Background: an optimization exercise with open tools, aiming at small area. Do not read the settings as production practice. Function was checked by simulation only, so behaviour that the tests miss may differ from the original. Power is estimated from default activity; no workload was simulated.

$ cat design/flow/flow/run.sh
#!/bin/bash
# Standard layout (the standard.sh) with two changes to synthesis:
#  - ABC maps with the area script in flow/abc_area.script
#  - port buffers are buf_1 cells
#  - no full/half-adder cell extraction (ADDER_MAP_FILE empty), so ABC maps all logic
# The ORFS scripts are copied unchanged except for abc_area.script.
set -euo pipefail
cp -r "$FLOW_HOME/scripts" ./scripts_mod
cp flow/abc_area.script ./scripts_mod/abc_area.script
bash standard.sh SCRIPTS_DIR="$PWD/scripts_mod" ABC_AREA=1 ADDER_MAP_FILE= BUFFER_PORTS_ARGS="-buffer_cell sky130_fd_sc_hd__buf_1" finish > standard_flow.log 2>&1
$ cat design/flow/flow/abc_area.script
strash
dc2
dch -f
amap
strash
dch -f
amap
topo
stime -c
$ cat design/flow/standard.sh
#!/bin/bash
# synth_recipe.tcl (not shown) runs the flow's synth.tcl, then flattens the netlist and writes it again
# the make line also repeats each setting of config.mk as NAME=value (left out here)
make -C /OpenROAD-flow-scripts/flow DESIGN_CONFIG=/design/flow/config.mk WORK_HOME=/design/flow/orfs CLKGATE_MAP_FILE= SYNTH_SCRIPT=/design/flow/synth_recipe.tcl "${@:-finish}"
$ cat design/flow/config.mk
export PLATFORM = sky130hd
export DESIGN_NAME = Subtract
export DESIGN_NICKNAME = Subtract
export VERILOG_FILES = /design/flow/design.v
export SDC_FILE = /design/flow/constraint.sdc
export NUM_CORES = 4
export LEC_CHECK = 0
export ABC_AREA = 1
export CAP_MARGIN = 20
export CORE_MARGIN = 2
export CORE_UTILIZATION = 60
export GPL_TIMING_DRIVEN = 0
export PLACE_DENSITY = 0.75
export SLEW_MARGIN = 20
$ cat design/flow/constraint.sdc
create_clock -name core_clock -period 16.0 [get_ports {clk}]
set_input_delay 3.2000 -clock core_clock [delete_from_list [all_inputs] [get_ports {clk}]]
set_output_delay 3.2000 -clock core_clock [all_outputs]
set_load 0.01 [all_outputs]
$ cat design/flow/design.v
module Subtract(
	input wire n_rst,
	input wire clk,
	input wire signed [7:0] A,
	input wire signed [7:0] B,
	output wire signed [8:0] C,
	output wire signed [7:0] D,
	output wire signed [14:0] E,
	output wire signed [7:0] F
);
reg [7:0] a, b;
always@(posedge clk or negedge n_rst) begin
	if(!n_rst) begin
		a <= 8'd0;
		b <= 8'd0;
	end
	else begin
		a <= A;
		b <= B;
	end
end
wire s1;
assign s1 = a[0] ^ b[0];
wire c2;
assign c2 = a[0] & b[0];
wire s3;
assign s3 = a[1] ^ b[1] ^ c2;
wire c4;
assign c4 = (a[1] & b[1]) | (c2 & (a[1] ^ b[1]));
wire s5;
assign s5 = a[2] ^ b[2] ^ c4;
wire c6;
assign c6 = (a[2] & b[2]) | (c4 & (a[2] ^ b[2]));
wire s7;
assign s7 = a[3] ^ b[3] ^ c6;
wire c8;
assign c8 = (a[3] & b[3]) | (c6 & (a[3] ^ b[3]));
wire s9;
assign s9 = a[4] ^ b[4] ^ c8;
wire c10;
assign c10 = (a[4] & b[4]) | (c8 & (a[4] ^ b[4]));
wire s11;
assign s11 = a[5] ^ b[5] ^ c10;
wire c12;
assign c12 = (a[5] & b[5]) | (c10 & (a[5] ^ b[5]));
wire s13;
assign s13 = a[6] ^ b[6] ^ c12;
wire c14;
assign c14 = (a[6] & b[6]) | (c12 & (a[6] ^ b[6]));
wire s15;
assign s15 = a[7] ^ b[7] ^ c14;
wire c16;
assign c16 = (a[7] & b[7]) | (c14 & (a[7] ^ b[7]));
wire n17;
assign n17 = a[7] ^ b[7] ^ c16;
assign C = {n17, s15, s13, s11, s9, s7, s5, s3, s1};
wire n18;
assign n18 = ~b[0];
wire n19;
assign n19 = ~b[1];
wire n20;
assign n20 = ~b[2];
wire n21;
assign n21 = ~b[3];
wire n22;
assign n22 = ~b[4];
wire n23;
assign n23 = ~b[5];
wire n24;
assign n24 = ~b[6];
wire n25;
assign n25 = ~b[7];
wire s26;
assign s26 = a[0] ^ n18 ^ 1'b1;
wire c27;
assign c27 = (a[0] & n18) | (1'b1 & (a[0] ^ n18));
wire s28;
assign s28 = a[1] ^ n19 ^ c27;
wire c29;
assign c29 = (a[1] & n19) | (c27 & (a[1] ^ n19));
wire s30;
assign s30 = a[2] ^ n20 ^ c29;
wire c31;
assign c31 = (a[2] & n20) | (c29 & (a[2] ^ n20));
wire s32;
assign s32 = a[3] ^ n21 ^ c31;
wire c33;
assign c33 = (a[3] & n21) | (c31 & (a[3] ^ n21));
wire s34;
assign s34 = a[4] ^ n22 ^ c33;
wire c35;
assign c35 = (a[4] & n22) | (c33 & (a[4] ^ n22));
wire s36;
assign s36 = a[5] ^ n23 ^ c35;
wire c37;
assign c37 = (a[5] & n23) | (c35 & (a[5] ^ n23));
wire s38;
assign s38 = a[6] ^ n24 ^ c37;
wire c39;
assign c39 = (a[6] & n24) | (c37 & (a[6] ^ n24));
wire s40;
assign s40 = a[7] ^ n25 ^ c39;
wire c41;
assign c41 = (a[7] & n25) | (c39 & (a[7] ^ n25));
assign D = {s40, s38, s36, s34, s32, s30, s28, s26};
wire p42;
assign p42 = a[0] & b[0];
wire p43;
assign p43 = a[0] & b[1];
wire p44;
assign p44 = a[0] & b[2];
wire p45;
assign p45 = a[0] & b[3];
wire p46;
assign p46 = a[0] & b[4];
wire p47;
assign p47 = a[0] & b[5];
wire p48;
assign p48 = a[0] & b[6];
wire p49;
assign p49 = ~(a[0] & b[7]);
wire p50;
assign p50 = a[1] & b[0];
wire p51;
assign p51 = a[1] & b[1];
wire p52;
assign p52 = a[1] & b[2];
wire p53;
assign p53 = a[1] & b[3];
wire p54;
assign p54 = a[1] & b[4];
wire p55;
assign p55 = a[1] & b[5];
wire p56;
assign p56 = a[1] & b[6];
wire p57;
assign p57 = ~(a[1] & b[7]);
wire p58;
assign p58 = a[2] & b[0];
wire p59;
assign p59 = a[2] & b[1];
wire p60;
assign p60 = a[2] & b[2];
wire p61;
assign p61 = a[2] & b[3];
wire p62;
assign p62 = a[2] & b[4];
wire p63;
assign p63 = a[2] & b[5];
wire p64;
assign p64 = a[2] & b[6];
wire p65;
assign p65 = ~(a[2] & b[7]);
wire p66;
assign p66 = a[3] & b[0];
wire p67;
assign p67 = a[3] & b[1];
wire p68;
assign p68 = a[3] & b[2];
wire p69;
assign p69 = a[3] & b[3];
wire p70;
assign p70 = a[3] & b[4];
wire p71;
assign p71 = a[3] & b[5];
wire p72;
assign p72 = a[3] & b[6];
wire p73;
assign p73 = ~(a[3] & b[7]);
wire p74;
assign p74 = a[4] & b[0];
wire p75;
assign p75 = a[4] & b[1];
wire p76;
assign p76 = a[4] & b[2];
wire p77;
assign p77 = a[4] & b[3];
wire p78;
assign p78 = a[4] & b[4];
wire p79;
assign p79 = a[4] & b[5];
wire p80;
assign p80 = a[4] & b[6];
wire p81;
assign p81 = ~(a[4] & b[7]);
wire p82;
assign p82 = a[5] & b[0];
wire p83;
assign p83 = a[5] & b[1];
wire p84;
assign p84 = a[5] & b[2];
wire p85;
assign p85 = a[5] & b[3];
wire p86;
assign p86 = a[5] & b[4];
wire p87;
assign p87 = a[5] & b[5];
wire p88;
assign p88 = a[5] & b[6];
wire p89;
assign p89 = ~(a[5] & b[7]);
wire p90;
assign p90 = a[6] & b[0];
wire p91;
assign p91 = a[6] & b[1];
wire p92;
assign p92 = a[6] & b[2];
wire p93;
assign p93 = a[6] & b[3];
wire p94;
assign p94 = a[6] & b[4];
wire p95;
assign p95 = a[6] & b[5];
wire p96;
assign p96 = a[6] & b[6];
wire p97;
assign p97 = ~(a[6] & b[7]);
wire p98;
assign p98 = ~(a[7] & b[0]);
wire p99;
assign p99 = ~(a[7] & b[1]);
wire p100;
assign p100 = ~(a[7] & b[2]);
wire p101;
assign p101 = ~(a[7] & b[3]);
wire p102;
assign p102 = ~(a[7] & b[4]);
wire p103;
assign p103 = ~(a[7] & b[5]);
wire p104;
assign p104 = ~(a[7] & b[6]);
wire p105;
assign p105 = a[7] & b[7];
wire bo106;
assign bo106 = b[0] ^ 1'b0;
wire bt107;
assign bt107 = (b[1] & ~b[0] & ~1'b0) | (~b[1] & b[0] & 1'b0);
wire pp108;
assign pp108 = (bo106 & a[0]) ^ b[1];
wire pp109;
assign pp109 = ((bo106 & a[1]) | (bt107 & a[0])) ^ b[1];
wire pp110;
assign pp110 = ((bo106 & a[2]) | (bt107 & a[1])) ^ b[1];
wire pp111;
assign pp111 = ((bo106 & a[3]) | (bt107 & a[2])) ^ b[1];
wire pp112;
assign pp112 = ((bo106 & a[4]) | (bt107 & a[3])) ^ b[1];
wire pp113;
assign pp113 = ((bo106 & a[5]) | (bt107 & a[4])) ^ b[1];
wire pp114;
assign pp114 = ((bo106 & a[6]) | (bt107 & a[5])) ^ b[1];
wire pp115;
assign pp115 = ((bo106 & a[7]) | (bt107 & a[6])) ^ b[1];
wire pp116;
assign pp116 = ((bo106 & a[7]) | (bt107 & a[7])) ^ b[1];
wire ps117;
assign ps117 = ~pp116;
wire bo118;
assign bo118 = b[2] ^ b[1];
wire bt119;
assign bt119 = (b[3] & ~b[2] & ~b[1]) | (~b[3] & b[2] & b[1]);
wire pp120;
assign pp120 = (bo118 & a[0]) ^ b[3];
wire pp121;
assign pp121 = ((bo118 & a[1]) | (bt119 & a[0])) ^ b[3];
wire pp122;
assign pp122 = ((bo118 & a[2]) | (bt119 & a[1])) ^ b[3];
wire pp123;
assign pp123 = ((bo118 & a[3]) | (bt119 & a[2])) ^ b[3];
wire pp124;
assign pp124 = ((bo118 & a[4]) | (bt119 & a[3])) ^ b[3];
wire pp125;
assign pp125 = ((bo118 & a[5]) | (bt119 & a[4])) ^ b[3];
wire pp126;
assign pp126 = ((bo118 & a[6]) | (bt119 & a[5])) ^ b[3];
wire pp127;
assign pp127 = ((bo118 & a[7]) | (bt119 & a[6])) ^ b[3];
wire pp128;
assign pp128 = ((bo118 & a[7]) | (bt119 & a[7])) ^ b[3];
wire ps129;
assign ps129 = ~pp128;
wire bo130;
assign bo130 = b[4] ^ b[3];
wire bt131;
assign bt131 = (b[5] & ~b[4] & ~b[3]) | (~b[5] & b[4] & b[3]);
wire pp132;
assign pp132 = (bo130 & a[0]) ^ b[5];
wire pp133;
assign pp133 = ((bo130 & a[1]) | (bt131 & a[0])) ^ b[5];
wire pp134;
assign pp134 = ((bo130 & a[2]) | (bt131 & a[1])) ^ b[5];
wire pp135;
assign pp135 = ((bo130 & a[3]) | (bt131 & a[2])) ^ b[5];
wire pp136;
assign pp136 = ((bo130 & a[4]) | (bt131 & a[3])) ^ b[5];
wire pp137;
assign pp137 = ((bo130 & a[5]) | (bt131 & a[4])) ^ b[5];
wire pp138;
assign pp138 = ((bo130 & a[6]) | (bt131 & a[5])) ^ b[5];
wire pp139;
assign pp139 = ((bo130 & a[7]) | (bt131 & a[6])) ^ b[5];
wire pp140;
assign pp140 = ((bo130 & a[7]) | (bt131 & a[7])) ^ b[5];
wire ps141;
assign ps141 = ~pp140;
wire bo142;
assign bo142 = b[6] ^ b[5];
wire bt143;
assign bt143 = (b[7] & ~b[6] & ~b[5]) | (~b[7] & b[6] & b[5]);
wire pp144;
assign pp144 = (bo142 & a[0]) ^ b[7];
wire pp145;
assign pp145 = ((bo142 & a[1]) | (bt143 & a[0])) ^ b[7];
wire pp146;
assign pp146 = ((bo142 & a[2]) | (bt143 & a[1])) ^ b[7];
wire pp147;
assign pp147 = ((bo142 & a[3]) | (bt143 & a[2])) ^ b[7];
wire pp148;
assign pp148 = ((bo142 & a[4]) | (bt143 & a[3])) ^ b[7];
wire pp149;
assign pp149 = ((bo142 & a[5]) | (bt143 & a[4])) ^ b[7];
wire pp150;
assign pp150 = ((bo142 & a[6]) | (bt143 & a[5])) ^ b[7];
wire pp151;
assign pp151 = ((bo142 & a[7]) | (bt143 & a[6])) ^ b[7];
wire pp152;
assign pp152 = ((bo142 & a[7]) | (bt143 & a[7])) ^ b[7];
wire ps153;
assign ps153 = ~pp152;
wire s154;
assign s154 = pp114 ^ pp124;
wire c155;
assign c155 = pp114 & pp124;
wire s156;
assign s156 = pp115 ^ pp125;
wire c157;
assign c157 = pp115 & pp125;
wire s158;
assign s158 = ps117 ^ pp126 ^ pp136;
wire c159;
assign c159 = (ps117 & pp126) | (pp136 & (ps117 ^ pp126));
wire s160;
assign s160 = pp127 ^ pp137;
wire c161;
assign c161 = pp127 & pp137;
wire s162;
assign s162 = pp112 ^ pp122;
wire c163;
assign c163 = pp112 & pp122;
wire s164;
assign s164 = pp113 ^ pp123;
wire c165;
assign c165 = pp113 & pp123;
wire s166;
assign s166 = s154 ^ pp134 ^ pp144;
wire c167;
assign c167 = (s154 & pp134) | (pp144 & (s154 ^ pp134));
wire s168;
assign s168 = c155 ^ s156 ^ pp135;
wire c169;
assign c169 = (c155 & s156) | (pp135 & (c155 ^ s156));
wire s170;
assign s170 = c157 ^ s158 ^ pp146;
wire c171;
assign c171 = (c157 & s158) | (pp146 & (c157 ^ s158));
wire s172;
assign s172 = c159 ^ s160 ^ pp147;
wire c173;
assign c173 = (c159 & s160) | (pp147 & (c159 ^ s160));
wire s174;
assign s174 = c161 ^ ps129 ^ pp138;
wire c175;
assign c175 = (c161 & ps129) | (pp138 & (c161 ^ ps129));
wire s176;
assign s176 = pp139 ^ pp149;
wire c177;
assign c177 = pp139 & pp149;
wire s178;
assign s178 = pp110 ^ pp120;
wire c179;
assign c179 = pp110 & pp120;
wire s180;
assign s180 = pp111 ^ pp121;
wire c181;
assign c181 = pp111 & pp121;
wire s182;
assign s182 = s162 ^ pp132 ^ b[5];
wire c183;
assign c183 = (s162 & pp132) | (b[5] & (s162 ^ pp132));
wire s184;
assign s184 = c163 ^ s164 ^ pp133;
wire c185;
assign c185 = (c163 & s164) | (pp133 & (c163 ^ s164));
wire s186;
assign s186 = c165 ^ s166 ^ b[7];
wire c187;
assign c187 = (c165 & s166) | (b[7] & (c165 ^ s166));
wire s188;
assign s188 = c167 ^ s168 ^ pp145;
wire c189;
assign c189 = (c167 & s168) | (pp145 & (c167 ^ s168));
wire s190;
assign s190 = c169 ^ s170 ^ 1'b1;
wire c191;
assign c191 = (c169 & s170) | (1'b1 & (c169 ^ s170));
wire s192;
assign s192 = c171 ^ s172 ^ 1'b1;
wire c193;
assign c193 = (c171 & s172) | (1'b1 & (c171 ^ s172));
wire s194;
assign s194 = c173 ^ s174 ^ pp148;
wire c195;
assign c195 = (c173 & s174) | (pp148 & (c173 ^ s174));
wire s196;
assign s196 = c175 ^ s176 ^ 1'b1;
wire c197;
assign c197 = (c175 & s176) | (1'b1 & (c175 ^ s176));
wire s198;
assign s198 = c177 ^ ps141 ^ pp150;
wire c199;
assign c199 = (c177 & ps141) | (pp150 & (c177 ^ ps141));
wire s200;
assign s200 = pp151 ^ 1'b1;
wire c201;
assign c201 = pp151 & 1'b1;
wire s202;
assign s202 = pp108 ^ b[1];
wire c203;
assign c203 = pp108 & b[1];
wire s204;
assign s204 = pp109 ^ c203;
wire c205;
assign c205 = pp109 & c203;
wire s206;
assign s206 = s178 ^ b[3] ^ c205;
wire c207;
assign c207 = (s178 & b[3]) | (c205 & (s178 ^ b[3]));
wire s208;
assign s208 = c179 ^ s180 ^ c207;
wire c209;
assign c209 = (c179 & s180) | (c207 & (c179 ^ s180));
wire s210;
assign s210 = c181 ^ s182 ^ c209;
wire c211;
assign c211 = (c181 & s182) | (c209 & (c181 ^ s182));
wire s212;
assign s212 = c183 ^ s184 ^ c211;
wire c213;
assign c213 = (c183 & s184) | (c211 & (c183 ^ s184));
wire s214;
assign s214 = c185 ^ s186 ^ c213;
wire c215;
assign c215 = (c185 & s186) | (c213 & (c185 ^ s186));
wire s216;
assign s216 = c187 ^ s188 ^ c215;
wire c217;
assign c217 = (c187 & s188) | (c215 & (c187 ^ s188));
wire s218;
assign s218 = c189 ^ s190 ^ c217;
wire c219;
assign c219 = (c189 & s190) | (c217 & (c189 ^ s190));
wire s220;
assign s220 = c191 ^ s192 ^ c219;
wire c221;
assign c221 = (c191 & s192) | (c219 & (c191 ^ s192));
wire s222;
assign s222 = c193 ^ s194 ^ c221;
wire c223;
assign c223 = (c193 & s194) | (c221 & (c193 ^ s194));
wire s224;
assign s224 = c195 ^ s196 ^ c223;
wire c225;
assign c225 = (c195 & s196) | (c223 & (c195 ^ s196));
wire s226;
assign s226 = c197 ^ s198 ^ c225;
wire c227;
assign c227 = (c197 & s198) | (c225 & (c197 ^ s198));
wire s228;
assign s228 = c199 ^ s200 ^ c227;
wire c229;
assign c229 = (c199 & s200) | (c227 & (c199 ^ s200));
wire n230;
assign n230 = c201 ^ ps153 ^ c229;
assign E = {n230, s228, s226, s224, s222, s220, s218, s216, s214, s212, s210, s208, s206, s204, s202};
wire ua231;
assign ua231 = a[1] ^ (a[7] & a[0]);
wire or232;
assign or232 = a[0] | a[1];
wire ua233;
assign ua233 = a[2] ^ (a[7] & or232);
wire or234;
assign or234 = or232 | a[2];
wire ua235;
assign ua235 = a[3] ^ (a[7] & or234);
wire or236;
assign or236 = or234 | a[3];
wire ua237;
assign ua237 = a[4] ^ (a[7] & or236);
wire or238;
assign or238 = or236 | a[4];
wire ua239;
assign ua239 = a[5] ^ (a[7] & or238);
wire or240;
assign or240 = or238 | a[5];
wire ua241;
assign ua241 = a[6] ^ (a[7] & or240);
wire or242;
assign or242 = or240 | a[6];
wire ua243;
assign ua243 = a[7] ^ (a[7] & or242);
wire d244;
assign d244 = b[0] ^ ~b[7];
wire d245;
assign d245 = b[1] ^ ~b[7];
wire d246;
assign d246 = b[2] ^ ~b[7];
wire d247;
assign d247 = b[3] ^ ~b[7];
wire d248;
assign d248 = b[4] ^ ~b[7];
wire d249;
assign d249 = b[5] ^ ~b[7];
wire d250;
assign d250 = b[6] ^ ~b[7];
wire d251;
assign d251 = b[7] ^ ~b[7];
wire ci252;
assign ci252 = ~b[7];
wire bz253;
assign bz253 = ~(|b);
wire hd254;
assign hd254 = ~bz253;
wire hd255;
assign hd255 = hd254 & d251;
wire hd256;
assign hd256 = hd255 & d250;
wire hd257;
assign hd257 = hd256 & d249;
wire hd258;
assign hd258 = hd257 & d248;
wire hd259;
assign hd259 = hd258 & d247;
wire hd260;
assign hd260 = hd259 & d246;
wire hd261;
assign hd261 = hd260 & d245;
wire s262;
assign s262 = ua243 ^ d244 ^ ci252;
wire c263;
assign c263 = (ua243 & d244) | (ci252 & (ua243 ^ d244));
wire q264;
assign q264 = c263 & hd261;
wire r265;
assign r265 = q264 ? s262 : ua243;
wire s266;
assign s266 = ua241 ^ d244 ^ ci252;
wire c267;
assign c267 = (ua241 & d244) | (ci252 & (ua241 ^ d244));
wire s268;
assign s268 = r265 ^ d245 ^ c267;
wire c269;
assign c269 = (r265 & d245) | (c267 & (r265 ^ d245));
wire q270;
assign q270 = c269 & hd260;
wire r271;
assign r271 = q270 ? s266 : ua241;
wire r272;
assign r272 = q270 ? s268 : r265;
wire s273;
assign s273 = ua239 ^ d244 ^ ci252;
wire c274;
assign c274 = (ua239 & d244) | (ci252 & (ua239 ^ d244));
wire s275;
assign s275 = r271 ^ d245 ^ c274;
wire c276;
assign c276 = (r271 & d245) | (c274 & (r271 ^ d245));
wire s277;
assign s277 = r272 ^ d246 ^ c276;
wire c278;
assign c278 = (r272 & d246) | (c276 & (r272 ^ d246));
wire q279;
assign q279 = c278 & hd259;
wire r280;
assign r280 = q279 ? s273 : ua239;
wire r281;
assign r281 = q279 ? s275 : r271;
wire r282;
assign r282 = q279 ? s277 : r272;
wire s283;
assign s283 = ua237 ^ d244 ^ ci252;
wire c284;
assign c284 = (ua237 & d244) | (ci252 & (ua237 ^ d244));
wire s285;
assign s285 = r280 ^ d245 ^ c284;
wire c286;
assign c286 = (r280 & d245) | (c284 & (r280 ^ d245));
wire s287;
assign s287 = r281 ^ d246 ^ c286;
wire c288;
assign c288 = (r281 & d246) | (c286 & (r281 ^ d246));
wire s289;
assign s289 = r282 ^ d247 ^ c288;
wire c290;
assign c290 = (r282 & d247) | (c288 & (r282 ^ d247));
wire q291;
assign q291 = c290 & hd258;
wire r292;
assign r292 = q291 ? s283 : ua237;
wire r293;
assign r293 = q291 ? s285 : r280;
wire r294;
assign r294 = q291 ? s287 : r281;
wire r295;
assign r295 = q291 ? s289 : r282;
wire s296;
assign s296 = ua235 ^ d244 ^ ci252;
wire c297;
assign c297 = (ua235 & d244) | (ci252 & (ua235 ^ d244));
wire s298;
assign s298 = r292 ^ d245 ^ c297;
wire c299;
assign c299 = (r292 & d245) | (c297 & (r292 ^ d245));
wire s300;
assign s300 = r293 ^ d246 ^ c299;
wire c301;
assign c301 = (r293 & d246) | (c299 & (r293 ^ d246));
wire s302;
assign s302 = r294 ^ d247 ^ c301;
wire c303;
assign c303 = (r294 & d247) | (c301 & (r294 ^ d247));
wire s304;
assign s304 = r295 ^ d248 ^ c303;
wire c305;
assign c305 = (r295 & d248) | (c303 & (r295 ^ d248));
wire q306;
assign q306 = c305 & hd257;
wire r307;
assign r307 = q306 ? s296 : ua235;
wire r308;
assign r308 = q306 ? s298 : r292;
wire r309;
assign r309 = q306 ? s300 : r293;
wire r310;
assign r310 = q306 ? s302 : r294;
wire r311;
assign r311 = q306 ? s304 : r295;
wire s312;
assign s312 = ua233 ^ d244 ^ ci252;
wire c313;
assign c313 = (ua233 & d244) | (ci252 & (ua233 ^ d244));
wire s314;
assign s314 = r307 ^ d245 ^ c313;
wire c315;
assign c315 = (r307 & d245) | (c313 & (r307 ^ d245));
wire s316;
assign s316 = r308 ^ d246 ^ c315;
wire c317;
assign c317 = (r308 & d246) | (c315 & (r308 ^ d246));
wire s318;
assign s318 = r309 ^ d247 ^ c317;
wire c319;
assign c319 = (r309 & d247) | (c317 & (r309 ^ d247));
wire s320;
assign s320 = r310 ^ d248 ^ c319;
wire c321;
assign c321 = (r310 & d248) | (c319 & (r310 ^ d248));
wire s322;
assign s322 = r311 ^ d249 ^ c321;
wire c323;
assign c323 = (r311 & d249) | (c321 & (r311 ^ d249));
wire q324;
assign q324 = c323 & hd256;
wire r325;
assign r325 = q324 ? s312 : ua233;
wire r326;
assign r326 = q324 ? s314 : r307;
wire r327;
assign r327 = q324 ? s316 : r308;
wire r328;
assign r328 = q324 ? s318 : r309;
wire r329;
assign r329 = q324 ? s320 : r310;
wire r330;
assign r330 = q324 ? s322 : r311;
wire s331;
assign s331 = ua231 ^ d244 ^ ci252;
wire c332;
assign c332 = (ua231 & d244) | (ci252 & (ua231 ^ d244));
wire s333;
assign s333 = r325 ^ d245 ^ c332;
wire c334;
assign c334 = (r325 & d245) | (c332 & (r325 ^ d245));
wire s335;
assign s335 = r326 ^ d246 ^ c334;
wire c336;
assign c336 = (r326 & d246) | (c334 & (r326 ^ d246));
wire s337;
assign s337 = r327 ^ d247 ^ c336;
wire c338;
assign c338 = (r327 & d247) | (c336 & (r327 ^ d247));
wire s339;
assign s339 = r328 ^ d248 ^ c338;
wire c340;
assign c340 = (r328 & d248) | (c338 & (r328 ^ d248));
wire s341;
assign s341 = r329 ^ d249 ^ c340;
wire c342;
assign c342 = (r329 & d249) | (c340 & (r329 ^ d249));
wire s343;
assign s343 = r330 ^ d250 ^ c342;
wire c344;
assign c344 = (r330 & d250) | (c342 & (r330 ^ d250));
wire q345;
assign q345 = c344 & hd255;
wire m346;
assign m346 = (a[0] & d244) | (ci252 & (a[0] | d244));
wire m347;
assign m347 = (s331 & d245) | (m346 & (s331 | d245));
wire m348;
assign m348 = (s333 & d246) | (m347 & (s333 | d246));
wire m349;
assign m349 = (s335 & d247) | (m348 & (s335 | d247));
wire m350;
assign m350 = (s337 & d248) | (m349 & (s337 | d248));
wire m351;
assign m351 = (s339 & d249) | (m350 & (s339 | d249));
wire m352;
assign m352 = (s341 & d250) | (m351 & (s341 | d250));
wire m353;
assign m353 = (s343 & d251) | (m352 & (s343 | d251));
wire m354;
assign m354 = (a[0] & d244) | (ci252 & (a[0] | d244));
wire m355;
assign m355 = (ua231 & d245) | (m354 & (ua231 | d245));
wire m356;
assign m356 = (r325 & d246) | (m355 & (r325 | d246));
wire m357;
assign m357 = (r326 & d247) | (m356 & (r326 | d247));
wire m358;
assign m358 = (r327 & d248) | (m357 & (r327 | d248));
wire m359;
assign m359 = (r328 & d249) | (m358 & (r328 | d249));
wire m360;
assign m360 = (r329 & d250) | (m359 & (r329 | d250));
wire m361;
assign m361 = (r330 & d251) | (m360 & (r330 | d251));
wire q362;
assign q362 = (q345 ? m353 : m361) & hd254;
wire sq363;
assign sq363 = a[7] ^ b[7];
wire f364;
assign f364 = q345 ^ (sq363 & q362);
wire or365;
assign or365 = q362 | q345;
wire f366;
assign f366 = q324 ^ (sq363 & or365);
wire or367;
assign or367 = or365 | q324;
wire f368;
assign f368 = q306 ^ (sq363 & or367);
wire or369;
assign or369 = or367 | q306;
wire f370;
assign f370 = q291 ^ (sq363 & or369);
wire or371;
assign or371 = or369 | q291;
wire f372;
assign f372 = q279 ^ (sq363 & or371);
wire or373;
assign or373 = or371 | q279;
wire f374;
assign f374 = q270 ^ (sq363 & or373);
wire or375;
assign or375 = or373 | q270;
wire f376;
assign f376 = q264 ^ (sq363 & or375);
assign F = {f376, f374, f372, f370, f368, f366, f364, q362};
endmodule
==> impl_metrics.ini, run 1 <==
[clocking]
postCtsHoldBufs = 0
cts_sinks = 16
cts-root-buf = clkbuf_8
clockBufferDepth = 2
path_clk_slew_ps = 60
cts_made_buffers = 3
cts_tree = built
htreeDepth = 1

[power_and_ir_drop]
p_leak_nw = 1.53
p_clk_share_pct = 8.6
seqPwrFrac_pct = 14.5
combPwrFrac_pct = 76.9
swShare_pct = 49.4
p_switching_w = 0.000163
p_int_w = 0.000167
p_per_area_nw_per_um2 = 81.7
ir_worst_vdd_mv = 0.0929

[die]
start_util_pct = 61.9
die_height_microns = 79.4
ios = 58
die_area_sq_um = 6300
core_sq_um = 5510
row_count = 27
die_w_microns = 79.4

[drt]
drc = 0
drt_iter0_markers = 376
wl_mm = 10.1
first_pass_iters = 5
vias_per_cell = 6.00
ant_nets = 0
routedWlPerCell_microns = 13.1
vias = 4596

[placement]
post-place-ws_ps = -963
place_congestion = 0.913
port_buffers = 57
placed_area_sq_um = 3710
placed_cells = 747
dp_hpwl_mm = 7.28

[finish]
postLayoutCoreUtil_pct = 73.5
drive_above_1_share_pct = 13.0
final_nets = 714
diodes = 0
design_area_sq_um = 4050
syn_to_final_growth_pct = 18.7
final-instance-count-excl-fill = 766

[yosys]
ys_async_sr_fraction_pct = 100
synth_common_cells = 129 x nor2_1, 94 x nand2_1, 80 x a21oi_1, 79 x o21ai_0, 52 x clkinv_1
synth_top_cells_by_area = nor2_1 14%, a21oi_1 12%, dfrtp_1 12%, o21ai_0 12%, nand2_1 10%
synth.distinct_cells = 30
synthCells = 618
yosysSeqAreaShare_pct = 11.7
synth_top_flop_cell = dfrtp_1
synth-seq-cells = 16
synth_area_sq_um = 3410
yosys.area.top_type_share_pct = 14.2
synth_most_common_cell = nor2_1
synth_edf_count = 0
yosys_warnings = 1
yosysTopAreaCell = nor2_1
syn_area_per_cell_sq_um = 5.52
mappedNetlistNets = 636

[critical_path]
startpoint_type = flip-flop
end_kind = output pin
cp_common_cell = nor2_1
cp.required_ps = 12800
slowest_stage = dfrtp_4
cp_slowest_stage_delay_ps = 550
startpoint = b[5]
cp.arrival_ps = 11820
critical_path.max_fanout = 13
crit_type = reg -> out

[sta]
maxSlewHeadroom_pct = 37.2
period_share_pct = 93.9
finalSetupViolations = 0
fin_ws_ps = 977
clock.fmax_mhz = 66.6
tightest_slew_ps = 932
drv_slew = 0
finalSetupTns_ps = 0
finalHoldViolCount = 0
min_period_ps = 15020

[global_routing]
grt_antenna_before_repair = 0
grt_max_degree = 29
grt_pass1_wl_mm = 15.7
grt_overflow = 0
grt_pass1_vias = 3769
grt.total_usage_pct = 29.6

[job]
cap_viol_max_count = 0

[status]
outcome = timing/DRC/antenna clean

[worst_hold_path]
hold_path_class = in -> async
## kinds of logic after synthesis
family,synth area share (%)
AND/OR/NAND/NOR,29.0
flip-flops,11.7
buffers and inverters,14.5
AO/OA/AOI/OAI,44.7
## cell type report
| type | instances | area [sq um] |
|---|---|---|
| flip-flops and latches | 16 | 413 |
| inverters | 52 | 215 |
| plain buffers | 40 | 300 |
| clock buffers | 3 | 41.3 |
| multi-input cells | 510 | 2650 |
| fillers | 497 | 1460 |
| repair buffers | 73 | 340 |
| well taps | 72 | 90.1 |
## power groups by stage
stage | registers (W) | clock network (W) | logic [W]
3_3_place_gp | 0.0000487 | 0 | 0.000232
4_1_cts | 0.0000484 | 0.0000291 | 0.000243
2_1_floorplan | 0.0000470 | 0 | 0.000193
3_5_place_dp | 0.0000487 | 0 | 0.000241
5_1_grt | 0.0000482 | 0.0000308 | 0.000285
6_report | 0.0000479 | 0.0000284 | 0.000254
## per-stage QoR
step | hold WS (ps) | total power, W
global placement | 3300 | 0.000281
floorplan | 2900 | 0.000240
global route | 3040 | 0.000364
finish | 3030 | 0.000331
detailed placement | 3300 | 0.000290
CTS | 3040 | 0.000321
## routing by layer
metal  routed length (microns)  part of all wire, %  vias up  track usage (%)
met5                         0                    0        -                0
met4                       186                  1.8        0             10.0
met3                       759                  7.5       26             1.92
met2                      4660                   46      258             50.2
met1                      4470                   44     1982             39.8
li1                          -                    -     2330                -
## cells in the final DEF, fill, tap and decap left out, types with 6 or more instances in the layout
cell type  count
buf_1         57
dfrtp_1       12
clkinv_1      42
o21a_1        24
o21ai_0       78
buf_4         54
and2_0         6
nor2_1       127
o22ai_1       39
a22oi_1        7
nand2_1       94
a21oi_1       79
## flip-flops by register name, indices dropped and copies added, names as in the netlist
signal and count:
b 8, a 8
## worst max-delay path: cells and delay by family, from the launching register on
family	cells	cell delay, ps
AOI/OAI and AO/OA	30	5090
buffers and inverters	11	1370
DFF	1	550
and+or+nand+nor	29	4560
## how the worst max path moves through the flow
stage / endpoint / depth (start not counted)
global placement: F[7] / 71
finish: F[7] / 70
CTS: F[7] / 71
floorplan: F[7] / 70
detailed placement: F[7] / 71
global route: F[7] / 70
## what timing repair did
item	in CTS	in global routing
setup endpoints to repair	8	8
buffers inserted	0	16
pin swaps	0	7
gates cloned	0	0
endpoints found under the hold margin	0	0
gates resized for setup	12	30
==> run 2: changes to the inputs <==
--- a/design/flow/config.mk
+++ b/design/flow/config.mk
@@ -9,6 +9,5 @@
 export CAP_MARGIN = 20
 export CORE_MARGIN = 2
 export CORE_UTILIZATION = 60
-export GPL_TIMING_DRIVEN = 0
 export PLACE_DENSITY = 0.75
 export SLEW_MARGIN = 20
==> run 2 against run 1 <==
Compared with the run above: routed wire length down 12%; synthesized cell count unchanged; largest power group unchanged; cell area down 9.6%; power down 13%; clock-buffer cell count up 1; utilization down 7.0 points.
==> impl_metrics.ini, run 2 <==
[finish]
diodes = 0
layout_commonest_cell = nor2_1
drive_above_1_share_pct = 5.50
design_area_sq_um = 3660
mostFrequentLayoutCells = 128 x nor2_1, 94 x nand2_1, 80 x a21oi_1
reg_top3 = a: 8 flops, b: 8 flops
final_nets = 674
syn_to_final_growth_pct = 7.30

[sta]
finalSetupTns_ps = 0
drv_slew = 0
maxSlewHeadroom_pct = 38.1
period_share_pct = 89.7
finalSetupViolations = 0
tightest_slew_ps = 918
finalHoldViolCount = 0
clock.fmax_mhz = 69.7
rsz0062_at_grt = no
min_period_ps = 14350

[critical_path]
cp.arrival_ps = 11150
end_kind = output pin
crit_type = reg -> out
cp.required_ps = 12800
critical_path.max_fanout = 27
cp_slowest_stage_delay_ps = 470
startpoint_type = flip-flop
slowest_stage = o22ai_1

[yosys]
synth_top_flop_cell = dfrtp_1
synthCells = 618
yosys.area.top_type_share_pct = 14.2
yosysSeqAreaShare_pct = 11.7
yosysTopAreaCell = nor2_1
synth_most_common_cell = nor2_1
yosys_warnings = 1
synth-seq-cells = 16
synth.distinct_cells = 30
synth_common_cells = 129 x nor2_1, 94 x nand2_1, 80 x a21oi_1, 79 x o21ai_0, 52 x clkinv_1
ys_async_sr_fraction_pct = 100
synth_area_sq_um = 3410
synth_top_cells_by_area = nor2_1 14%, a21oi_1 12%, dfrtp_1 12%, o21ai_0 12%, nand2_1 10%
syn_area_per_cell_sq_um = 5.52
mappedNetlistNets = 636
synth_edf_count = 0

[clocking]
cts_sinks = 16
cts_made_buffers = 3
path_clk_slew_ps = 60
postCtsHoldBufs = 0
clockBufferDepth = 2
cts_tree = built
cts-root-buf = clkbuf_8
htreeDepth = 1

[die]
die_area_sq_um = 6300
die_height_microns = 79.4
die_w_microns = 79.4
start_util_pct = 61.9
ios = 58
core_sq_um = 5510
row_count = 27

[drt]
drt_iter0_markers = 226
drc = 0
ant_nets = 0
vias_per_cell = 5.79
routedWlPerCell_microns = 12.2
first_pass_iters = 5
wl_mm = 8.84
vias = 4210

[power_and_ir_drop]
ir_worst_vdd_mv = 0.0909
p_leak_nw = 1.34
p_per_area_nw_per_um2 = 78.8

[worst_hold_path]
hold_path_class = in -> async

[placement]
dp_hpwl_mm = 7.07
place_congestion = 0.976
port_buffers = 57
placed_area_sq_um = 3520

[global_routing]
grt_antenna_before_repair = 0
grt_max_degree = 28
grt_overflow = 0
grt.total_usage_pct = 27.9
grt_pass1_vias = 3481
grt_pass1_wl_mm = 14.8

[job]
cap_viol_max_count = 0

[status]
outcome = timing/DRC/antenna clean
==> run 2: cell types whose count changed in the layout (fill, tap and decap cells not counted), sizes merged <==
cell,delta
buf,-38
clkbuf,-1
clkinvlp,-2
inv,-3
clkinv,+5
==> run 2: metrics by stage <==
step | worst slack [ps] | total power [W] | util [%] | hold slack (ps) | instances
after detailed placement | 957 | 0.000251 | 63.9 | 3290 | 721
after floorplan | 1580 | 0.000240 | - | 2900 | 618
after CTS | 652 | 0.000286 | 64.9 | 3030 | 725
after global placement | 1360 | 0.000246 | 63.9 | 3290 | 721
after global routing | 16.0 | 0.000322 | 66.5 | 3040 | 727
final | 1650 | 0.000288 | 66.5 | 3010 | 727
==> run 2: worst max-delay path, delay by kind of cell, from the launching register on <==
family	cells	cell delay [ps]
AOI/OAI and AO/OA	31	5250
and+or+nand+nor	26	3560
buffers and inverters	12	1660
DFF	1	380
==> run 2: power by group <==
part / internal [W] / switching (W)
registers: 0.0000426 / 0.00000350
logic: 0.0000747 / 0.000134
clock network: 0.0000217 / 0.0000118
total: 0.000139 / 0.000149
==> run 2: path summary, 6_finish.rpt <==
path / start / endpoint / slack [ps] / cells after the start
setup / recovery: b[7] / F[7] / 1650 / 69
min in group core_clock: A[6] / a[6] / 3050 / 1
max in group asynchronous: n_rst / b[6] / 12460 / 1
hold / removal: n_rst / b[5] / 3010 / 1
==> run 2: cell families (layout without fill, tap and decap cells) <==
kind of cell | count (synthesis) | after routing | synth area share [%]
compound gates | 261 | 261 | 44.7
flops | 16 | 16 | 11.7
simple gates | 249 | 249 | 29.0
buf+inv | 92 | 129 | 14.5
==> run 2: per-layer routing <==
metal	share of wire, %	up-vias	global-route usage [%]
met1	49	1794	39.4
met4	0.88	0	4.48
li1	-	2256	-
met2	44	152	47.5
met3	6.1	8	1.70
met5	0	-	0
==> run 2: final cells by class <==
cell class	instances	area (sq um)
inverters	52	203
clock buffers	4	55.1
flip-flops and latches	16	402
well taps	72	90.1
repair buffers	73	334
multi-input cells	510	2580
fillers	543	1850
==> run 2: timing repair <==
action,in CTS,in global routing
setup buffers,0,2
setup endpoints to repair,0,8
gates resized for setup,0,18
==> run 3: changes to the inputs <==
==> design/flow/flow/abc_area.script (replaced) <==
strash
&get -n
&deepsyn -T 30
&put
dch -f
amap
topo
stime -c
--- a/design/flow/config.mk
+++ b/design/flow/config.mk
@@ -9,5 +9,6 @@
 export CAP_MARGIN = 20
 export CORE_MARGIN = 2
 export CORE_UTILIZATION = 60
+export CTS_BUF_LIST = sky130_fd_sc_hd__clkbuf_4
 export PLACE_DENSITY = 0.75
 export SLEW_MARGIN = 20
==> run 3 against run 2 <==
Compared with the run above: highest routed layer unchanged; cell area shrank 8.7%; clock-buffer cell count decreased by 1; critical path type unchanged; first-iteration DRC count grew 97%; critical endpoint unchanged; flip-flop and latch count stayed put.
==> impl_metrics.ini, run 3 <==
[critical_path]
slowest_stage = o21ai_0
cp.depth = 56
critical_path.max_fanout = 21
crit_type = reg -> out
startpoint = b[5]
worstPathBufferInverterCount = 5
cp_common_cell = nor2_1
startpoint_type = flip-flop
cp_slowest_stage_delay_ps = 830
cp.required_ps = 12800
critical-path-top-delay-family = compound AO/OA/AOI/OAI gates
cp.arrival_ps = 11220
end_kind = output pin

[sta]
clock.fmax_mhz = 69.3
hold_slack_ps = 2980
finalSetupViolations = 0
finalSetupTns_ps = 0
tightest_slew_ps = 953
period_share_pct = 90.2
finalHoldViolCount = 0
drv_slew = 0
min_period_ps = 14420
maxSlewHeadroom_pct = 35.8
rsz0062_at_grt = no

[finish]
regArea_sq_um = 400
syn_to_final_growth_pct = 0.907
diodes = 0
layout_commonest_cell = nor2_1
final_nets = 637
reg_top3 = a: 8 flops, b: 8 flops
final-instance-count-excl-fill = 690
multiInputGateArea_sq_um = 2400
drive_above_1_share_pct = 0.485
nFillCells = 561
mostFrequentLayoutCells = 111 x nor2_1, 88 x o21ai_0, 87 x nand2_1

[status]
outcome = timing/DRC/antenna clean

[clocking]
cts-root-buf = clkbuf_4
path_clk_slew_ps = 100
clockBufferDepth = 2
cts_tree = built
cts_setup_buffers = 0
cts_sinks = 16
postCtsHoldBufs = 0
ctsResizeCount = 0
cts_made_buffers = 3
htreeDepth = 1

[drt]
drc = 0
vias = 4181
routedWlPerCell_microns = 13.4
first_pass_iters = 5
drt_iter0_markers = 446
ant_nets = 0
vias_per_cell = 6.06
wl_mm = 9.23

[power_and_ir_drop]
ir_worst_vdd_mv = 0.0567
p_leak_nw = 1.19
p_per_area_nw_per_um2 = 80.7

[worst_hold_path]
hold_path_class = in -> async

[global_routing]
grt.total_usage_pct = 30.7
grt_pass1_wl_mm = 15.7
grt_max_degree = 25
grt_pass1_vias = 3524
grt_antenna_before_repair = 0
grt_overflow = 0

[job]
cap_viol_max_count = 0

[die]
die_height_microns = 78.3
ios = 58
start_util_pct = 61.3
row_count = 27
core_sq_um = 5410
die_w_microns = 78.3
die_area_sq_um = 6130

[yosys]
synth_top_cells_by_area = o21ai_0 13%, nor2_1 13%, a21oi_1 12%, dfrtp_1 12%, nand2_1 9.9%
syn_area_per_cell_sq_um = 5.55
synth.distinct_cells = 31
yosys.area.top_type_share_pct = 13.3
synth_most_common_cell = nor2_1
yosys_warnings = 1
synth_common_cells = 111 x nor2_1, 88 x o21ai_0, 87 x nand2_1, 80 x a21oi_1, 55 x clkinv_1
mappedNetlistNets = 615
synth_edf_count = 0
synth_area_sq_um = 3310
yosysSeqAreaShare_pct = 12.1
synth-seq-cells = 16
yosysTopAreaCell = o21ai_0
ys_async_sr_fraction_pct = 100
synth_top_flop_cell = dfrtp_1
synthCells = 597

[placement]
place_congestion = 0.964
port_buffers = 57
placed_cells = 686
dp_hpwl_mm = 7.39
## run 3: cell families after synthesis
logic type / share of synthesized area [%]
DFF: 12.1
buffers and inverters: 15.3
AOI/OAI and AO/OA: 46.7
and+or+nand+nor: 26.0
## run 3: metrics by stage
stage / util (%) / area [sq um] / total power, W / worst slack [ps]
after floorplan: - / 3310 / 0.000236 / 3890
after global routing: 61.8 / 3340 / 0.000300 / 21.5
after CTS: 61.8 / 3340 / 0.000268 / 1770
after global placement: 61.3 / 3320 / 0.000241 / 2280
after detailed placement: 61.3 / 3320 / 0.000244 / 2180
final: 61.8 / 3340 / 0.000270 / 1580
## run 3: power breakdown
| part | leakage (nW) | internal, W | switching, W |
|---|---|---|---|
| sequential | 0.186 | 0.0000424 | 0.00000627 |
| combinational | 0.993 | 0.0000672 | 0.000130 |
| clock | 0.0154 | 0.00000912 | 0.0000142 |
| total | 1.19 | 0.000119 | 0.000151 |
## run 3: final timing paths
kind	end	slack, ps
max in group asynchronous	a[7]	12480
min in group core_clock	b[6]	2980
hold / removal	b[5]	2980
setup / recovery	F[7]	1580
## run 3: cell type report
type / count / share of cell area [%]
repair buffers: 57 / 6.40
inverters: 55 / 6.18
flip-flops and latches: 16 / 12.0
multi-input cells: 486 / 72.0
clock inverters: 1 / 0.112
well taps: 72 / 2.70
clock buffers: 3 / 0.674
## run 3: per-layer routing
layer	vias to the layer above	part of all wire, %	track usage (%)
met1	1781	45	42.8
li1	2163	-	-
met4	0	2.6	11.1
met2	202	44	49.7
met5	-	0	0
met3	35	8.8	2.76
==> run 4: changes to the inputs <==
--- a/design/flow/config.mk
+++ b/design/flow/config.mk
@@ -9,6 +9,5 @@
 export CAP_MARGIN = 20
 export CORE_MARGIN = 2
 export CORE_UTILIZATION = 60
-export CTS_BUF_LIST = sky130_fd_sc_hd__clkbuf_4
 export PLACE_DENSITY = 0.75
 export SLEW_MARGIN = 20
==> run 4 against run 3 <==
Compared with the run above: highest routed layer unchanged; largest power group unchanged; synthesized cell count is the same; sequential share of layout area shrank 0.10 points; clock-buffer cell count grew 1; critical path type unchanged; non-clock buffer count is the same.
==> impl_metrics.ini, run 4 <==
[status]
outcome = timing/DRC/antenna clean

[yosys]
yosys.area.top_type_share_pct = 13.3
synth-simple-area-share_pct = 26.0
synth_area_sq_um = 3310
synth_compound_gate_area_share_pct = 46.7
yosysTopAreaCell = o21ai_0
synth_xor_area_share_pct = 0
synth_common_cells = 111 x nor2_1, 88 x o21ai_0, 87 x nand2_1, 80 x a21oi_1, 55 x clkinv_1
mappedNetlistNets = 615
syn_area_per_cell_sq_um = 5.55
synth_most_common_cell = nor2_1
synth_top_family_by_area = compound AO/OA/AOI/OAI gates
yosys_warnings = 1
synth.area.mux_share_pct = 0
synth_top_flop_cell = dfrtp_1
synth_top_cells_by_area = o21ai_0 13%, nor2_1 13%, a21oi_1 12%, dfrtp_1 12%, nand2_1 9.9%
synth_adder_area_share_pct = 0
synthCells = 597
yosysSeqAreaShare_pct = 12.1
synth.distinct_cells = 31
synth_edf_count = 0
synth-seq-cells = 16
ys_async_sr_fraction_pct = 100

[sta]
drv_slew = 0
period_share_pct = 90.0
finalSetupViolations = 0
rsz0062_at_grt = no
maxSlewHeadroom_pct = 32.9
min_period_ps = 14400
clock.fmax_mhz = 69.4
hold_slack_ps = 3030
finalSetupTns_ps = 0
tightest_slew_ps = 996
finalHoldViolCount = 0

[drt]
vias_per_cell = 6.02
drt_iter0_markers = 508
drc = 0
ant_nets = 0
vias = 4156
first_pass_iters = 5
routedWlPerCell_microns = 13.3
wl_mm = 9.21

[finish]
layout_commonest_cell = nor2_1
reg_top3 = a: 8 flops, b: 8 flops
nFillCells = 560
diodes = 0
final_nets = 637
mostFrequentLayoutCells = 111 x nor2_1, 88 x o21ai_0, 87 x nand2_1
drive_above_1_share_pct = 0.647
syn_to_final_growth_pct = 1.78
final-instance-count-excl-fill = 690

[critical_path]
cp.arrival_ps = 11200
critical_path.max_fanout = 21
end_kind = output pin
cp_slowest_stage_delay_ps = 860
cp_common_cell = nor2_1
cp.required_ps = 12800
startpoint_type = flip-flop
crit_type = reg -> out
slowest_stage = o21ai_0

[die]
ios = 58
core_sq_um = 5410
die_w_microns = 78.3
die_area_sq_um = 6130
die_height_microns = 78.3
row_count = 27
start_util_pct = 61.3

[worst_hold_path]
hold_path_class = in -> async

[job]
cap_viol_max_count = 0

[power_and_ir_drop]
p_per_area_nw_per_um2 = 84.1
p_leak_nw = 1.21
ir_worst_vdd_mv = 0.0699

[clocking]
cts-root-buf = clkbuf_8
clockBufferDepth = 2
cts_setup_buffers = 0
cts_tree = built
postCtsHoldBufs = 0
path_clk_slew_ps = 70
cts_made_buffers = 3
htreeDepth = 1
cts_sinks = 16
ctsResizeCount = 0

[placement]
dp_hpwl_mm = 7.39
place_congestion = 0.964
port_buffers = 57
placed_cells = 686

[global_routing]
grt_antenna_before_repair = 0
grt.total_usage_pct = 30.8
grt_max_degree = 25
grt_pass1_wl_mm = 15.8
grt_pass1_vias = 3536
grt_overflow = 0
## run 4: logic make-up after synthesis
family                 Yosys count
and+or+nand+nor                218
AOI/OAI and AO/OA              268
buffers and inverters           95
DFF                             16
## run 4: metrics by stage
stage,instance area (sq um),utilization [%],worst slack [ps],power [W]
after CTS,3370,62.4,1830,0.000282
after global placement,3320,61.3,2280,0.000241
after detailed placement,3320,61.3,2180,0.000244
after floorplan,3310,-,3890,0.000236
final,3370,62.4,1600,0.000284
after global routing,3370,62.4,84.2,0.000313
## run 4: metal layers
metal	vias up	part of all wire [%]	global-route usage, %
met5	-	0	0
met4	0	2.4	10.2
met3	36	9.2	2.87
met2	206	44	50.2
met1	1746	44	43.0
li1	2168	-	-
## run 4: critical path: cells and delay by family, from the launching register on
| family | cells | cell delay, ps |
|---|---|---|
| DFF | 1 | 740 |
| and+or+nand+nor | 23 | 3350 |
| AOI/OAI and AO/OA | 28 | 5870 |
| buffers and inverters | 5 | 980 |
## run 4: path summary, 6_finish.rpt
check	from	end	slack, ps
max in group asynchronous	n_rst	a[7]	12430
min	n_rst	b[5]	3030
min in group core_clock	B[6]	b[6]	3030
max	b[5]	F[7]	1600
## run 4: cell type report
type | count | area, sq um | area share (%)
Sequential cell | 16 | 400 | 11.9
Timing Repair Buffer | 57 | 214 | 6.35
Multi-Input combinational cell | 486 | 2400 | 71.3
Tap cell | 72 | 90.1 | 2.67
Clock buffer | 4 | 55.1 | 1.63
Inverter | 55 | 206 | 6.12
## run 4: power by group
part / switching [W] / leakage (nW) / internal (W) / total (W)
logic: 0.000130 / 0.993 / 0.0000672 / 0.000198
registers: 0.00000625 / 0.186 / 0.0000424 / 0.0000487
clock network: 0.0000155 / 0.0288 / 0.0000219 / 0.0000374
total: 0.000152 / 1.21 / 0.000132 / 0.000284
==> run 5: changes to the inputs <==
==> design/flow/flow/run.sh (replaced) <==
#!/bin/bash
# Standard layout (the standard.sh) with two changes to synthesis:
#  - ABC maps with the area script in flow/abc_area.script
#  - port buffers are buf_1 cells
#  - clock tree: clkbuf_4 buffers, larger sink clusters, no dummy loads
#  - no full/half-adder cell extraction (ADDER_MAP_FILE empty), so ABC maps all logic
# The ORFS scripts are copied unchanged except for abc_area.script.
set -euo pipefail
cp -r "$FLOW_HOME/scripts" ./scripts_mod
cp flow/abc_area.script ./scripts_mod/abc_area.script
bash standard.sh SCRIPTS_DIR="$PWD/scripts_mod" ABC_AREA=1 ADDER_MAP_FILE= BUFFER_PORTS_ARGS="-buffer_cell sky130_fd_sc_hd__buf_1" CTS_ARGS="-sink_clustering_enable -repair_clock_nets -buf_list sky130_fd_sc_hd__clkbuf_4 -dont_use_dummy_load -sink_clustering_size 20 -sink_clustering_max_diameter 200" finish > standard_flow.log 2>&1
==> run 5 against run 4 <==
Compared with the run above: synthesized cell count unchanged; power down 5.1%; cell area down 0.97%; routed wire length up 0.59%; synthesized area unchanged; combinational power about the same; first-iteration DRC count down 25%; flip-flop and latch count unchanged; sequential share of layout area up 0.12 points; via count up 0.19%; largest power group unchanged.
==> impl_metrics.ini, run 5 <==
[status]
outcome = timing/DRC/antenna clean

[drt]
vias_per_cell = 6.04
drc = 0
wl_mm = 9.27
routedWlPerCell_microns = 13.4
drt_iter0_markers = 380
ant_nets = 0
vias = 4164
first_pass_iters = 5

[yosys]
synth_edf_count = 0
yosys.area.top_type_share_pct = 13.3
synth-seq-cells = 16
ys_async_sr_fraction_pct = 100
synth_top_cells_by_area = o21ai_0 13%, nor2_1 13%, a21oi_1 12%, dfrtp_1 12%, nand2_1 9.9%
synth_area_sq_um = 3310
yosysTopAreaCell = o21ai_0
synth_most_common_cell = nor2_1
yosysSeqAreaShare_pct = 12.1
synth_top_flop_cell = dfrtp_1
synth.distinct_cells = 31
mappedNetlistNets = 615
synth_common_cells = 111 x nor2_1, 88 x o21ai_0, 87 x nand2_1, 80 x a21oi_1, 55 x clkinv_1
yosys_warnings = 1
synthCells = 597
syn_area_per_cell_sq_um = 5.55

[global_routing]
grt_pass1_vias = 3524
grt_max_degree = 25
grt_overflow = 0
grt_antenna_before_repair = 0
grt_pass1_wl_mm = 15.7
grt.total_usage_pct = 30.7

[critical_path]
cp_common_cell = nor2_1
slowest_stage = o21ai_0
cp.arrival_ps = 11280
crit_type = reg -> out
startpoint_type = flip-flop
critical_path.max_fanout = 21
cp_slowest_stage_delay_ps = 850
cp.required_ps = 12800
end_kind = output pin

[sta]
finalSetupTns_ps = 0
tightest_slew_ps = 983
finalHoldViolCount = 0
period_share_pct = 90.5
clock.fmax_mhz = 69.0
rsz0062_at_grt = no
maxSlewHeadroom_pct = 33.8
hold_slack_ps = 2980
min_period_ps = 14480
finalSetupViolations = 0
drv_slew = 0

[job]
cap_viol_max_count = 0

[power_and_ir_drop]
ir_worst_vdd_mv = 0.0567
p_leak_nw = 1.19
p_total_w = 0.000269
p_per_area_nw_per_um2 = 80.6

[finish]
reg_top3 = a: 8 flops, b: 8 flops
syn_to_final_growth_pct = 0.793
drive_above_1_share_pct = 0.486
layout_commonest_cell = nor2_1
nFillCells = 563
diodes = 0
mostFrequentLayoutCells = 111 x nor2_1, 88 x o21ai_0, 87 x nand2_1
final_nets = 637

[clocking]
htreeDepth = 1
cts_made_buffers = 3
cts-root-buf = clkbuf_4
path_clk_slew_ps = 100
ctsResizeCount = 0
cts_setup_buffers = 0
cts_sinks = 16
clockBufferDepth = 2
postCtsHoldBufs = 0
cts_tree = built

[die]
core_sq_um = 5410
die_area_sq_um = 6130
die_height_microns = 78.3
start_util_pct = 61.3
die_w_microns = 78.3
ios = 58
row_count = 27

[placement]
port_buffers = 57
dp_hpwl_mm = 7.39
place_congestion = 0.964

[worst_hold_path]
hold_path_class = in -> async
==> run 5: per-layer routing <==
layer	track usage [%]	vias to the layer above	wire (microns)
met5	0	-	0
met4	11.1	0	233
met3	2.76	33	896
met2	49.7	217	4070
met1	42.8	1750	4070
li1	-	2164	-
==> run 5: cell type report <==
cell class	count	area [sq um]	share of cell area (%)
Inverter	55	206	6.18
Multi-Input combinational cell	486	2400	72.0
Sequential cell	16	400	12.0
Timing Repair Buffer	57	214	6.41
Tap cell	72	90.1	2.70
Clock buffer	3	22.5	0.675
==> run 5: final timing paths <==
kind	startpoint	end	slack, ps	depth (start not counted)
worst max-delay path	b[5]	F[7]	1520	56
worst min-delay path	n_rst	b[5]	2980	1
max in group asynchronous	n_rst	a[7]	12480	1
min in group core_clock	A[5]	a[5]	2980	1
==> run 5: stage by stage <==
stage	std cells	setup WS [ps]	util (%)	area [sq um]
floorplan	597	3890	-	3310
global placement	686	2280	61.3	3320
detailed placement	686	2180	61.3	3320
CTS	689	1780	61.8	3340
global route	689	33.4	61.8	3340
finish	689	1520	61.8	3340
==> run 5: cell families (layout without fill, tap and decap cells) <==
family	Yosys count	count (layout)	synth area share, %
simple gates	218	218	26.0
compound gates	268	268	46.7
flops	16	16	12.1
buf+inv	95	115	15.3
==> run 5: worst max-delay path, delay by kind of cell (launching register included) <==
family,cells,cell delay [ps]
flip-flops,1,770
AO/OA/AOI/OAI,28,5850
AND/OR/NAND/NOR,23,3360
buffers and inverters,5,980
==> run 5: where the power goes <==
group          internal, W   total, W  leakage (nW)  switching, W
registers        0.0000424  0.0000487         0.186    0.00000630
clock network   0.00000881  0.0000227        0.0138     0.0000139
logic            0.0000672   0.000198         0.993      0.000130

what the ideal ports hide:
In the flow no input, the clock included, has a driving cell. The finished layouts below were timed again as built, in two steps. Step 1 (the two cells are an assumption about what drives the block):
set clk [get_ports {clk}]
set_driving_cell -lib_cell sky130_fd_sc_hd__clkbuf_16 $clk
set_driving_cell -lib_cell sky130_fd_sc_hd__buf_2 [delete_from_list [all_inputs] $clk]
Step 2, shift: input delay + t, output delay - t, t = (earliest + latest rising clock arrival at the registers) / 2. This alone moves slack from input paths to output paths. Slacks: ideal / step 1 / step 2; pairs: ideal / step 1.
run	shift t [ns]	setup WS [ns]	worst setup path at the end
run 1	0.260	0.977 / 0.957 / 1.216	register to output
run 2	0.255	1.647 / 1.630 / 1.885	register to output
run 3	0.320	1.576 / 1.556 / 1.876	register to output
run 4	0.278	1.601 / 1.579 / 1.857	register to output
run 5	0.322	1.516 / 1.496 / 1.818	register to output
After both steps setup and hold are still met in every run listed.
